This design comes from an exercise in tuning for small area and a short achievable clock period on the open sky130 flow, not from production work.
RTL that was checked went through simulation tests only; none was proved equivalent to the original.
Power and IR drop assume default switching activity.

==> 11-27: inputs <==
==> flow/design.v (excerpt) <==
module rx_queue_map_top (
    input  wire        clk,
    input  wire        rst,
    input  wire [5:0]  reg_wr_addr,
    input  wire [31:0] reg_wr_data,
    input  wire [3:0]  reg_wr_strb,
    input  wire        reg_wr_en,
    output wire        reg_wr_wait,
    output wire        reg_wr_ack,
    input  wire [5:0]  reg_rd_addr,
    input  wire        reg_rd_en,
    output wire [31:0] reg_rd_data,
    output wire        reg_rd_wait,
    output wire        reg_rd_ack,
    input  wire [6:0]  s_axil_awaddr,
    input  wire [2:0]  s_axil_awprot,
    input  wire        s_axil_awvalid,
    output wire        s_axil_awready,
    input  wire [31:0] s_axil_wdata,
    input  wire [3:0]  s_axil_wstrb,
    input  wire        s_axil_wvalid,
    output wire        s_axil_wready,
    output wire [1:0]  s_axil_bresp,
    output wire        s_axil_bvalid,
    input  wire        s_axil_bready,
    input  wire [6:0]  s_axil_araddr,
    input  wire [2:0]  s_axil_arprot,
    input  wire        s_axil_arvalid,
    output wire        s_axil_arready,
    output wire [31:0] s_axil_rdata,
    output wire [1:0]  s_axil_rresp,
    output wire        s_axil_rvalid,
    input  wire        s_axil_rready,
    input  wire [0:0]  req_id,
    input  wire [8:0]  req_dest,
    input  wire [31:0] req_hash,
    input  wire [7:0]  req_tag,
    input  wire        req_valid,
    output wire [7:0]  resp_queue,
    output wire [7:0]  resp_tag,
    output wire        resp_valid
);
clock: 6.0 ns
lec_check: 0
cap_margin: 20
core_margin: 2
core_utilization: 45
place_density: 0.6
setup_slack_margin: 3.6
slew_margin: 20
tns_end_percent: 5
standard.sh (not shown) runs the stock make flow with config.mk's settings and CLKGATE_MAP_FILE= SYNTH_SCRIPT=/design/flow/synth_recipe.tcl, a recipe that flattens the netlist after the stock synthesis.
==> flow/flow/run.sh <==
#!/bin/bash
# Layout flow: the standard.sh (ORFS, the standard flow's synthesis script) with
#  - an area-recovering ABC mapping script (combinational logic only; the
#    registers are mapped by dfflibmap before ABC, exactly as in the
#    standard synthesis),
#  - buf_2 port buffers, repair free to change cell footprints,
#  - a clock tree with larger sink clusters and no dummy loads.
# make's output goes to flow_make.log; each ORFS step keeps its own log under
# orfs/logs/.
set -euo pipefail
W=$PWD
rm -rf "$W/scripts_abc"
cp -r "$FLOW_HOME/scripts" "$W/scripts_abc"
cp "$W/flow/abc_speed.script" "$W/scripts_abc/abc_speed.script"
bash standard.sh \
  "SCRIPTS_DIR=$W/scripts_abc" \
  MATCH_CELL_FOOTPRINT=0 \
  "BUFFER_PORTS_ARGS=-buffer_cell sky130_fd_sc_hd__buf_2" \
  "CTS_ARGS=-sink_clustering_enable -repair_clock_nets -dont_use_dummy_load -sink_clustering_size 20 -sink_clustering_max_diameter 100" \
  finish > flow_make.log 2>&1
==> flow/flow/abc_speed.script <==
&get -n
&st
&dch
&nf -R 1000
&put
==> inputs of 07-10, as changes to 11-27 <==
--- a/flow/design.v
+++ b/flow/design.v
@@ -261,15 +261,15 @@
     end
     s_axil_awready_reg <= mem_wr_en;
     s_axil_bvalid_reg <= mem_wr_en || (s_axil_bvalid_reg && !s_axil_bready);
     s_axil_arready_reg <= mem_rd_en;
     s_axil_rvalid_reg <= mem_rd_en || (s_axil_rvalid_reg && !pipe_ready);
     mem_wr_pend_reg <= mem_wr_en;
     mem_wr_late_reg <= mem_wr_late_next;
-    if (mem_wr_en) begin
+    if (!mem_wr_pend_reg) begin
         mem_wr_lo_reg <= 4'b0001 << s_axil_awaddr[4:3];
         mem_wr_hi_reg <= 4'b0001 << s_axil_awaddr[6:5];
         mem_wr_b_reg <= s_axil_awaddr[2];
         mem_wr_data_reg <= s_axil_wdata;
     end
     tbl_phase_reg <= !tbl_phase_reg;
     for (j = 0; j < 16; j = j + 1) begin
- CORE_UTILIZATION: 45 -> 50
- PLACE_DENSITY: 0.6 -> 0.7
- SETUP_SLACK_MARGIN: 3.6 -> 3.3
==> inputs of 08-04, as changes to 11-27 <==
--- a/flow/design.v
+++ b/flow/design.v
@@ -58,55 +58,29 @@
     input  wire [HASH_WIDTH-1:0]         req_hash,
     input  wire [TAG_WIDTH-1:0]          req_tag,
     input  wire                          req_valid,
     output wire [QUEUE_INDEX_WIDTH-1:0]  resp_queue,
     output wire [TAG_WIDTH-1:0]          resp_tag,
     output wire                          resp_valid
 );
-reg [31:0] tbl0[15:0];
-reg [31:0] tbl1[15:0];
-reg tbl_phase_reg;
-reg mem_wr_pend_reg;     
-reg mem_wr_late_reg;     
-reg [3:0] mem_wr_lo_reg;
-reg [3:0] mem_wr_hi_reg;
-reg mem_wr_b_reg;
-reg [31:0] mem_wr_data_reg;
-wire mem_wr_now = (mem_wr_pend_reg && (tbl_phase_reg != mem_wr_b_reg)) || mem_wr_late_reg;
-wire mem_wr_late_next = mem_wr_pend_reg && (tbl_phase_reg == mem_wr_b_reg);
-function late_hit;
-    input [4:0] x;
-    begin
-        late_hit = mem_wr_late_next && mem_wr_lo_reg[x[2:1]] && mem_wr_hi_reg[x[4:3]] && (mem_wr_b_reg == x[0]);
-    end
-endfunction
-function [4:0] next_slot;
-    input [4:0] x;
-    begin
-        next_slot = {x[4:1], x[0] ^ !tbl_phase_reg};
-    end
-endfunction
-function [31:0] slot_word;
-    input integer s;
-    begin
-        slot_word = s % 2 ? tbl1[s/2] : tbl0[s/2];
-    end
-endfunction
+reg [31:0] indir_tbl_mem[31:0];
 reg reg_wr_ack_reg;
 reg [31:0] reg_rd_data_reg;
 reg reg_rd_ack_reg;
 reg [1:0] app_direct_en_reg;
 reg [7:0] hash_mask_reg[1:0];
 reg [7:0] app_mask_reg[1:0];
 reg       lk1_direct_reg;
-reg [7:0] lk1_val_reg;
+reg [7:0] lk1_dest_reg;
+reg [3:0] lk1_lo_reg;
+reg [7:0] lk1_hi_reg;
+reg       lk2_direct_reg;
 reg [7:0] lk2_dest_reg;
 reg [3:0] lk2_lo_reg;
 reg [7:0] lk2_hi_reg;
-reg       lk2_byp_reg;
 reg [7:0] req_tag_d1_reg, req_tag_d2_reg;
 reg req_valid_d1_reg, req_valid_d2_reg;
 reg [7:0] resp_queue_reg;
 reg [7:0] resp_tag_reg;
 reg resp_valid_reg;
 assign reg_wr_wait = 1'b0;
 assign reg_wr_ack = reg_wr_ack_reg;
@@ -118,26 +92,23 @@
 assign resp_valid = resp_valid_reg;
 wire [3:0] wr_word = reg_wr_addr[5:2];
 wire [3:0] rd_word = reg_rd_addr[5:2];
 wire [7:0] cur_app_mask = app_mask_reg[req_id];
 wire [7:0] cur_hash_mask = hash_mask_reg[req_id];
 wire [3:0] lk_index = (req_dest[3:0] & cur_app_mask[3:0]) + (req_hash[3:0] & cur_hash_mask[3:0]);
 wire lk_direct = req_dest[8] & app_direct_en_reg[req_id];
-wire [4:0] lk_slot = next_slot(lk1_val_reg[4:0]);
-wire lk_hit = late_hit(lk1_val_reg[4:0]);
 wire [7:0] lk_queue;
 genvar lb, lw;
 generate
     for (lb = 0; lb < 8; lb = lb + 1) begin : lk_bit
-        wire [33:0] terms;
+        wire [32:0] terms;
         for (lw = 0; lw < 32; lw = lw + 1) begin : lk_word
-            assign terms[lw] = slot_word(lw) >> lb & lk2_lo_reg[lw%4] & lk2_hi_reg[lw/4];
+            assign terms[lw] = indir_tbl_mem[lw][lb] & lk2_lo_reg[lw%4] & lk2_hi_reg[lw/4];
         end
-        assign terms[32] = lk2_dest_reg[lb];
-        assign terms[33] = mem_wr_data_reg[lb] & lk2_byp_reg;
+        assign terms[32] = lk2_dest_reg[lb] & lk2_direct_reg;
         assign lk_queue[lb] = |terms;
     end
 endgenerate
 always @(posedge clk) begin
     reg_wr_ack_reg <= 1'b0;
     reg_rd_data_reg <= 32'd0;
     reg_rd_ack_reg <= 1'b0;
@@ -177,21 +148,23 @@
             4'h8: reg_rd_data_reg <= AXIL_BASE_ADDR + 64;
             4'h9: reg_rd_data_reg <= {24'd0, hash_mask_reg[1]};
             4'hA: reg_rd_data_reg <= {app_direct_en_reg[1], 23'd0, app_mask_reg[1]};
             default: reg_rd_ack_reg <= 1'b0;
         endcase
     end
     lk1_direct_reg <= lk_direct;
-    lk1_val_reg <= lk_direct ? req_dest[7:0] : {3'b000, req_id, lk_index};
+    lk1_dest_reg <= req_dest[7:0];
+    lk1_lo_reg <= 4'b0001 << lk_index[1:0];
+    lk1_hi_reg <= lk_direct ? 8'd0 : 8'b00000001 << {req_id, lk_index[3:2]};
     req_tag_d1_reg <= req_tag;
     req_valid_d1_reg <= req_valid;
-    lk2_dest_reg <= lk1_direct_reg ? lk1_val_reg : 8'd0;
-    lk2_lo_reg <= 4'b0001 << lk_slot[1:0];
-    lk2_hi_reg <= lk1_direct_reg || lk_hit ? 8'd0 : 8'b00000001 << lk_slot[4:2];
-    lk2_byp_reg <= !lk1_direct_reg && lk_hit;
+    lk2_direct_reg <= lk1_direct_reg;
+    lk2_dest_reg <= lk1_dest_reg;
+    lk2_lo_reg <= lk1_lo_reg;
+    lk2_hi_reg <= lk1_hi_reg;
     req_tag_d2_reg <= req_tag_d1_reg;
     req_valid_d2_reg <= req_valid_d1_reg;
     resp_queue_reg <= lk_queue;
     resp_tag_reg <= req_tag_d2_reg;
     resp_valid_reg <= req_valid_d2_reg;
     if (rst) begin
         reg_wr_ack_reg <= 1'b0;
@@ -210,83 +183,65 @@
 reg s_axil_awready_reg;
 reg s_axil_bvalid_reg;
 reg s_axil_arready_reg;
 reg s_axil_rvalid_reg;
 reg [31:0] s_axil_rdata_reg;
 reg [31:0] s_axil_rdata_pipe_reg;
 reg s_axil_rvalid_pipe_reg;
+reg [3:0] mem_wr_lo_reg;
+reg [7:0] mem_wr_hi_reg;
+reg [31:0] mem_wr_data_reg;
 integer j;
 reg mem_rd_pend_reg;
 reg [31:0] mem_rd_sel_reg;
-reg mem_rd_byp_reg;
 assign s_axil_awready = s_axil_awready_reg;
 assign s_axil_wready = s_axil_awready_reg;
 assign s_axil_bresp = 2'b00;
 assign s_axil_bvalid = s_axil_bvalid_reg;
 assign s_axil_arready = s_axil_arready_reg;
 assign s_axil_rdata = s_axil_rdata_pipe_reg;
 assign s_axil_rresp = 2'b00;
 assign s_axil_rvalid = s_axil_rvalid_pipe_reg;
 wire pipe_ready = !s_axil_rvalid_pipe_reg || s_axil_rready;
 wire write_eligible = s_axil_awvalid && s_axil_wvalid && (!s_axil_bvalid_reg || s_axil_bready) && !s_axil_awready_reg;
 wire read_eligible = s_axil_arvalid && pipe_ready && !s_axil_arready_reg;
 wire mem_wr_en = write_eligible && (!read_eligible || last_read_reg);
 wire mem_rd_en = read_eligible && !mem_wr_en;
-wire [4:0] rd_slot = next_slot(s_axil_araddr[6:2]);
-wire rd_hit = late_hit(s_axil_araddr[6:2]);
-reg [31:0] rd_sel_next;
-integer k;
-always @* begin
-    for (k = 0; k < 32; k = k + 1) begin
-        rd_sel_next[k] = mem_rd_en && rd_slot == k && !(k % 2 && mem_wr_late_next && mem_wr_lo_reg[(k/2)%4] && mem_wr_hi_reg[k/8]);
-    end
-end
 wire [31:0] rdata_cur;
 genvar gb, gw;
 generate
     for (gb = 0; gb < 32; gb = gb + 1) begin : rd_bit
-        wire [33:0] terms;
+        wire [32:0] terms;
         for (gw = 0; gw < 32; gw = gw + 1) begin : rd_word
-            assign terms[gw] = slot_word(gw) >> gb & mem_rd_sel_reg[gw];
+            assign terms[gw] = indir_tbl_mem[gw][gb] & mem_rd_sel_reg[gw];
         end
         assign terms[32] = s_axil_rdata_reg[gb] & !mem_rd_pend_reg;
-        assign terms[33] = mem_wr_data_reg[gb] & mem_rd_byp_reg;
         assign rdata_cur[gb] = |terms;
     end
 endgenerate
 always @(posedge clk) begin
     if (mem_wr_en) begin
         last_read_reg <= 1'b0;
     end else if (read_eligible) begin
         last_read_reg <= 1'b1;
     end
     s_axil_awready_reg <= mem_wr_en;
     s_axil_bvalid_reg <= mem_wr_en || (s_axil_bvalid_reg && !s_axil_bready);
     s_axil_arready_reg <= mem_rd_en;
     s_axil_rvalid_reg <= mem_rd_en || (s_axil_rvalid_reg && !pipe_ready);
-    mem_wr_pend_reg <= mem_wr_en;
-    mem_wr_late_reg <= mem_wr_late_next;
-    if (mem_wr_en) begin
-        mem_wr_lo_reg <= 4'b0001 << s_axil_awaddr[4:3];
-        mem_wr_hi_reg <= 4'b0001 << s_axil_awaddr[6:5];
-        mem_wr_b_reg <= s_axil_awaddr[2];
-        mem_wr_data_reg <= s_axil_wdata;
-    end
-    tbl_phase_reg <= !tbl_phase_reg;
-    for (j = 0; j < 16; j = j + 1) begin
-        tbl1[j] <= tbl0[j];
-        if (mem_wr_now && mem_wr_lo_reg[j%4] && mem_wr_hi_reg[j/4]) begin
-            tbl0[j] <= mem_wr_data_reg;
-        end else begin
-            tbl0[j] <= tbl1[j];
+    mem_wr_lo_reg <= 4'b0001 << s_axil_awaddr[3:2];
+    mem_wr_hi_reg <= mem_wr_en ? 8'b00000001 << s_axil_awaddr[6:4] : 8'd0;
+    mem_wr_data_reg <= s_axil_wdata;
+    for (j = 0; j < 32; j = j + 1) begin
+        if (mem_wr_lo_reg[j%4] && mem_wr_hi_reg[j/4]) begin
+            indir_tbl_mem[j] <= mem_wr_data_reg;
         end
     end
     mem_rd_pend_reg <= mem_rd_en;
-    mem_rd_sel_reg <= rd_sel_next;
-    mem_rd_byp_reg <= mem_rd_en && rd_hit;
+    mem_rd_sel_reg <= mem_rd_en ? 32'd1 << s_axil_araddr[6:2] : 32'd0;
     s_axil_rdata_reg <= rdata_cur;
     if (pipe_ready) begin
         s_axil_rdata_pipe_reg <= rdata_cur;
         s_axil_rvalid_pipe_reg <= s_axil_rvalid_reg;
     end
     if (rst) begin
         last_read_reg <= 1'b0;
==> inputs of 03-24, as changes to 11-27 <==
--- a/flow/design.v
+++ b/flow/design.v
@@ -58,55 +58,23 @@
     input  wire [HASH_WIDTH-1:0]         req_hash,
     input  wire [TAG_WIDTH-1:0]          req_tag,
     input  wire                          req_valid,
     output wire [QUEUE_INDEX_WIDTH-1:0]  resp_queue,
     output wire [TAG_WIDTH-1:0]          resp_tag,
     output wire                          resp_valid
 );
-reg [31:0] tbl0[15:0];
-reg [31:0] tbl1[15:0];
-reg tbl_phase_reg;
-reg mem_wr_pend_reg;     
-reg mem_wr_late_reg;     
-reg [3:0] mem_wr_lo_reg;
-reg [3:0] mem_wr_hi_reg;
-reg mem_wr_b_reg;
-reg [31:0] mem_wr_data_reg;
-wire mem_wr_now = (mem_wr_pend_reg && (tbl_phase_reg != mem_wr_b_reg)) || mem_wr_late_reg;
-wire mem_wr_late_next = mem_wr_pend_reg && (tbl_phase_reg == mem_wr_b_reg);
-function late_hit;
-    input [4:0] x;
-    begin
-        late_hit = mem_wr_late_next && mem_wr_lo_reg[x[2:1]] && mem_wr_hi_reg[x[4:3]] && (mem_wr_b_reg == x[0]);
-    end
-endfunction
-function [4:0] next_slot;
-    input [4:0] x;
-    begin
-        next_slot = {x[4:1], x[0] ^ !tbl_phase_reg};
-    end
-endfunction
-function [31:0] slot_word;
-    input integer s;
-    begin
-        slot_word = s % 2 ? tbl1[s/2] : tbl0[s/2];
-    end
-endfunction
+reg [31:0] indir_tbl_mem[31:0];
 reg reg_wr_ack_reg;
 reg [31:0] reg_rd_data_reg;
 reg reg_rd_ack_reg;
 reg [1:0] app_direct_en_reg;
 reg [7:0] hash_mask_reg[1:0];
 reg [7:0] app_mask_reg[1:0];
 reg       lk1_direct_reg;
-reg [7:0] lk1_val_reg;
-reg [7:0] lk2_dest_reg;
-reg [3:0] lk2_lo_reg;
-reg [7:0] lk2_hi_reg;
-reg       lk2_byp_reg;
+reg [7:0] lk1_val_reg, lk2_queue_reg;
 reg [7:0] req_tag_d1_reg, req_tag_d2_reg;
 reg req_valid_d1_reg, req_valid_d2_reg;
 reg [7:0] resp_queue_reg;
 reg [7:0] resp_tag_reg;
 reg resp_valid_reg;
 assign reg_wr_wait = 1'b0;
 assign reg_wr_ack = reg_wr_ack_reg;
@@ -118,29 +86,22 @@
 assign resp_valid = resp_valid_reg;
 wire [3:0] wr_word = reg_wr_addr[5:2];
 wire [3:0] rd_word = reg_rd_addr[5:2];
 wire [7:0] cur_app_mask = app_mask_reg[req_id];
 wire [7:0] cur_hash_mask = hash_mask_reg[req_id];
 wire [3:0] lk_index = (req_dest[3:0] & cur_app_mask[3:0]) + (req_hash[3:0] & cur_hash_mask[3:0]);
 wire lk_direct = req_dest[8] & app_direct_en_reg[req_id];
-wire [4:0] lk_slot = next_slot(lk1_val_reg[4:0]);
-wire lk_hit = late_hit(lk1_val_reg[4:0]);
-wire [7:0] lk_queue;
-genvar lb, lw;
-generate
-    for (lb = 0; lb < 8; lb = lb + 1) begin : lk_bit
-        wire [33:0] terms;
-        for (lw = 0; lw < 32; lw = lw + 1) begin : lk_word
-            assign terms[lw] = slot_word(lw) >> lb & lk2_lo_reg[lw%4] & lk2_hi_reg[lw/4];
-        end
-        assign terms[32] = lk2_dest_reg[lb];
-        assign terms[33] = mem_wr_data_reg[lb] & lk2_byp_reg;
-        assign lk_queue[lb] = |terms;
+reg [7:0] lk_queue;
+integer i;
+always @* begin
+    lk_queue = lk1_direct_reg ? lk1_val_reg : 8'd0;
+    for (i = 0; i < 32; i = i + 1) begin
+        lk_queue = lk_queue | (indir_tbl_mem[i][7:0] & {8{!lk1_direct_reg && lk1_val_reg[4:0] == i}});
     end
-endgenerate
+end
 always @(posedge clk) begin
     reg_wr_ack_reg <= 1'b0;
     reg_rd_data_reg <= 32'd0;
     reg_rd_ack_reg <= 1'b0;
     if (reg_wr_en && !reg_wr_ack_reg) begin
         case (wr_word)
             4'h5: begin
@@ -180,21 +141,18 @@
             default: reg_rd_ack_reg <= 1'b0;
         endcase
     end
     lk1_direct_reg <= lk_direct;
     lk1_val_reg <= lk_direct ? req_dest[7:0] : {3'b000, req_id, lk_index};
     req_tag_d1_reg <= req_tag;
     req_valid_d1_reg <= req_valid;
-    lk2_dest_reg <= lk1_direct_reg ? lk1_val_reg : 8'd0;
-    lk2_lo_reg <= 4'b0001 << lk_slot[1:0];
-    lk2_hi_reg <= lk1_direct_reg || lk_hit ? 8'd0 : 8'b00000001 << lk_slot[4:2];
-    lk2_byp_reg <= !lk1_direct_reg && lk_hit;
+    lk2_queue_reg <= lk_queue;
     req_tag_d2_reg <= req_tag_d1_reg;
     req_valid_d2_reg <= req_valid_d1_reg;
-    resp_queue_reg <= lk_queue;
+    resp_queue_reg <= lk2_queue_reg;
     resp_tag_reg <= req_tag_d2_reg;
     resp_valid_reg <= req_valid_d2_reg;
     if (rst) begin
         reg_wr_ack_reg <= 1'b0;
         reg_rd_ack_reg <= 1'b0;
         app_direct_en_reg <= 2'b00;
         hash_mask_reg[0] <= 8'd0;
@@ -210,83 +168,52 @@
 reg s_axil_awready_reg;
 reg s_axil_bvalid_reg;
 reg s_axil_arready_reg;
 reg s_axil_rvalid_reg;
 reg [31:0] s_axil_rdata_reg;
 reg [31:0] s_axil_rdata_pipe_reg;
 reg s_axil_rvalid_pipe_reg;
-integer j;
 reg mem_rd_pend_reg;
-reg [31:0] mem_rd_sel_reg;
-reg mem_rd_byp_reg;
+reg [4:0] mem_rd_addr_reg;
 assign s_axil_awready = s_axil_awready_reg;
 assign s_axil_wready = s_axil_awready_reg;
 assign s_axil_bresp = 2'b00;
 assign s_axil_bvalid = s_axil_bvalid_reg;
 assign s_axil_arready = s_axil_arready_reg;
 assign s_axil_rdata = s_axil_rdata_pipe_reg;
 assign s_axil_rresp = 2'b00;
 assign s_axil_rvalid = s_axil_rvalid_pipe_reg;
 wire pipe_ready = !s_axil_rvalid_pipe_reg || s_axil_rready;
 wire write_eligible = s_axil_awvalid && s_axil_wvalid && (!s_axil_bvalid_reg || s_axil_bready) && !s_axil_awready_reg;
 wire read_eligible = s_axil_arvalid && pipe_ready && !s_axil_arready_reg;
 wire mem_wr_en = write_eligible && (!read_eligible || last_read_reg);
 wire mem_rd_en = read_eligible && !mem_wr_en;
-wire [4:0] rd_slot = next_slot(s_axil_araddr[6:2]);
-wire rd_hit = late_hit(s_axil_araddr[6:2]);
-reg [31:0] rd_sel_next;
-integer k;
+reg [31:0] rdata_cur;
+integer j;
 always @* begin
-    for (k = 0; k < 32; k = k + 1) begin
-        rd_sel_next[k] = mem_rd_en && rd_slot == k && !(k % 2 && mem_wr_late_next && mem_wr_lo_reg[(k/2)%4] && mem_wr_hi_reg[k/8]);
+    rdata_cur = mem_rd_pend_reg ? 32'd0 : s_axil_rdata_reg;
+    for (j = 0; j < 32; j = j + 1) begin
+        rdata_cur = rdata_cur | (indir_tbl_mem[j] & {32{mem_rd_pend_reg && mem_rd_addr_reg == j}});
     end
 end
-wire [31:0] rdata_cur;
-genvar gb, gw;
-generate
-    for (gb = 0; gb < 32; gb = gb + 1) begin : rd_bit
-        wire [33:0] terms;
-        for (gw = 0; gw < 32; gw = gw + 1) begin : rd_word
-            assign terms[gw] = slot_word(gw) >> gb & mem_rd_sel_reg[gw];
-        end
-        assign terms[32] = s_axil_rdata_reg[gb] & !mem_rd_pend_reg;
-        assign terms[33] = mem_wr_data_reg[gb] & mem_rd_byp_reg;
-        assign rdata_cur[gb] = |terms;
-    end
-endgenerate
 always @(posedge clk) begin
     if (mem_wr_en) begin
         last_read_reg <= 1'b0;
     end else if (read_eligible) begin
         last_read_reg <= 1'b1;
     end
     s_axil_awready_reg <= mem_wr_en;
     s_axil_bvalid_reg <= mem_wr_en || (s_axil_bvalid_reg && !s_axil_bready);
     s_axil_arready_reg <= mem_rd_en;
     s_axil_rvalid_reg <= mem_rd_en || (s_axil_rvalid_reg && !pipe_ready);
-    mem_wr_pend_reg <= mem_wr_en;
-    mem_wr_late_reg <= mem_wr_late_next;
     if (mem_wr_en) begin
-        mem_wr_lo_reg <= 4'b0001 << s_axil_awaddr[4:3];
-        mem_wr_hi_reg <= 4'b0001 << s_axil_awaddr[6:5];
-        mem_wr_b_reg <= s_axil_awaddr[2];
-        mem_wr_data_reg <= s_axil_wdata;
-    end
-    tbl_phase_reg <= !tbl_phase_reg;
-    for (j = 0; j < 16; j = j + 1) begin
-        tbl1[j] <= tbl0[j];
-        if (mem_wr_now && mem_wr_lo_reg[j%4] && mem_wr_hi_reg[j/4]) begin
-            tbl0[j] <= mem_wr_data_reg;
-        end else begin
-            tbl0[j] <= tbl1[j];
-        end
+        indir_tbl_mem[s_axil_awaddr[6:2]] <= s_axil_wdata;
     end
     mem_rd_pend_reg <= mem_rd_en;
-    mem_rd_sel_reg <= rd_sel_next;
-    mem_rd_byp_reg <= mem_rd_en && rd_hit;
+    mem_rd_addr_reg <= s_axil_araddr[6:2];
     s_axil_rdata_reg <= rdata_cur;
     if (pipe_ready) begin
         s_axil_rdata_pipe_reg <= rdata_cur;
         s_axil_rvalid_pipe_reg <= s_axil_rvalid_reg;
     end
     if (rst) begin
         last_read_reg <= 1'b0;
==> flow/run.sh (new file) <==
#!/bin/bash
# synth_recipe.tcl (not shown) runs the flow's synth.tcl, then flattens the netlist and writes it again
# the make line also repeats each setting of config.mk as NAME=value (left out here)
make -C /OpenROAD-flow-scripts/flow DESIGN_CONFIG=/design/flow/config.mk WORK_HOME=/design/flow/orfs CLKGATE_MAP_FILE= SYNTH_SCRIPT=/design/flow/synth_recipe.tcl finish
- SETUP_SLACK_MARGIN: 3.6 -> 3.3
- TNS_END_PERCENT: 5 -> unset
removed: flow/flow/run.sh
removed: flow/flow/abc_speed.script
removed: flow/standard.sh
==> comparison table <==
quantity                                                                                         07-10                                      08-04                                             11-27                                              03-24
Worst Setup Slack, final                                                                       3350 ps                                    3620 ps                                           3480 ps                                            3210 ps
Worst slack after detailed placement                                                           3100 ps                                    2970 ps                                           2320 ps                                            1410 ps
Number of combinational gates with multiple inputs                                                1751                                       1189                                              1757                                               1448
Number of antenna violations at the first check in global routing                                    2                                          3                                                 6                                                  7
Number of antenna cells inserted                                                                     1                                          1                                                 1                                                 14
Net count, final                                                                                  3509                                       2963                                              3524                                               3376
Endpoint kind of the worst setup timing path                                                      flop                                 output pin                                        output pin                                               flop
Worst R2R Path Depth                                                                                 6                                          7                                                 5                                                  7
Number of flops mapped to enable cells by yosys                                                     73                                       1056                                                73                                               1056
Seq group                                                                                     0.0111 W                                   0.0101 W                                          0.0115 W                                          0.00934 W
Relative contribution of the clock network to total power                                        28.5%                                      31.0%                                             27.5%                                              43.5%
CTS sink count                                                                                    1287                                       1298                                              1287                                               1202
Number of flip-flops in the largest register                                                         -                                       1024                                                 -                                               1024
Layout cell share with drive strength beyond 1                                                   10.5%                                      13.1%                                             10.8%                                              20.0%
Critical-path cell with the highest stage delay                                                dfxtp_1                                   edfxtp_1                                          edfxtp_1                                              or4_4
Stage delay of the slowest cell on the critical path                                            510 ps                                     390 ps                                            480 ps                                             600 ps
Fmax                                                                                           377 MHz                                    419 MHz                                           397 MHz                                            358 MHz
Library cell with the highest instance count after synthesis                                   dfxtp_1                                   edfxtp_1                                           dfxtp_1                                           edfxtp_1
Power density relative to cell area                                                         379 mW/mm²                                 317 mW/mm²                                        391 mW/mm²                                         324 mW/mm²
Total power after layout                                                                      0.0171 W                                   0.0157 W                                          0.0178 W                                           0.0182 W
Proportion of synthesized area in mux cells                                                      14.6%                                         0%                                             14.3%                                              2.11%
Top FF cell, synth                                                                             dfxtp_1                                   edfxtp_1                                           dfxtp_1                                           edfxtp_1
Run status                                                                              finished clean                             finished clean                                    finished clean                                     finished clean
Capturing element of the worst setup path                          mqnic_rx_queue_map_inst.tbl0[5][11]                            s_axil_rdata[2]                                   s_axil_rdata[1]  mqnic_rx_queue_map_inst.s_axil_rdata_pipe_reg[31]
R2R Path End                                                       mqnic_rx_queue_map_inst.tbl0[5][11]  mqnic_rx_queue_map_inst.resp_queue_reg[1]  mqnic_rx_queue_map_inst.s_axil_rdata_pipe_reg[2]  mqnic_rx_queue_map_inst.s_axil_rdata_pipe_reg[31]
Final clock-cell share                                                                           4.09%                                      3.75%                                             4.06%                                              7.48%
Function not checked in 03-24: the RTL went through the layout flow alone.

[afterwards: timing with drivers on the ports]
The flow's constraints put no driver on any port. The routed layouts listed below were extracted and timed again, unchanged, in two steps.
Step 1 sets driving cells, clkbuf_16 on the clock port and buf_2 on the other inputs (assumed; they add their load-dependent delay and slew).
Step 2 adds t to the input delays and takes it off the output delays; t is the mean of the earliest and latest rising clock arrival at the registers after step 1. Input paths then give back, and output paths get back, about the clock's delay inside the block.
Three values: ideal, step 1, step 2; two values: the first two.
run | shift t [ns] | setup slack, ns | hold WS [ns]
11-27 | 0.687 | 3.482 / 3.414 / 2.965 | 0.322 / 0.322 / 0.322
07-10 | 0.680 | 3.349 / 3.349 / 3.122 | 0.331 / 0.331 / 0.331
08-04 | 0.711 | 3.616 / 3.545 / 3.057 | 0.331 / 0.331 / 0.331
03-24 | 0.789 | 3.209 / 3.209 / 2.557 | 0.326 / 0.326 / 0.326
After both steps every run listed still meets setup and hold. For 03-24, which loses most, drivers alone change the setup slack by 0.000 ns; drivers and shift together by -0.652 ns.
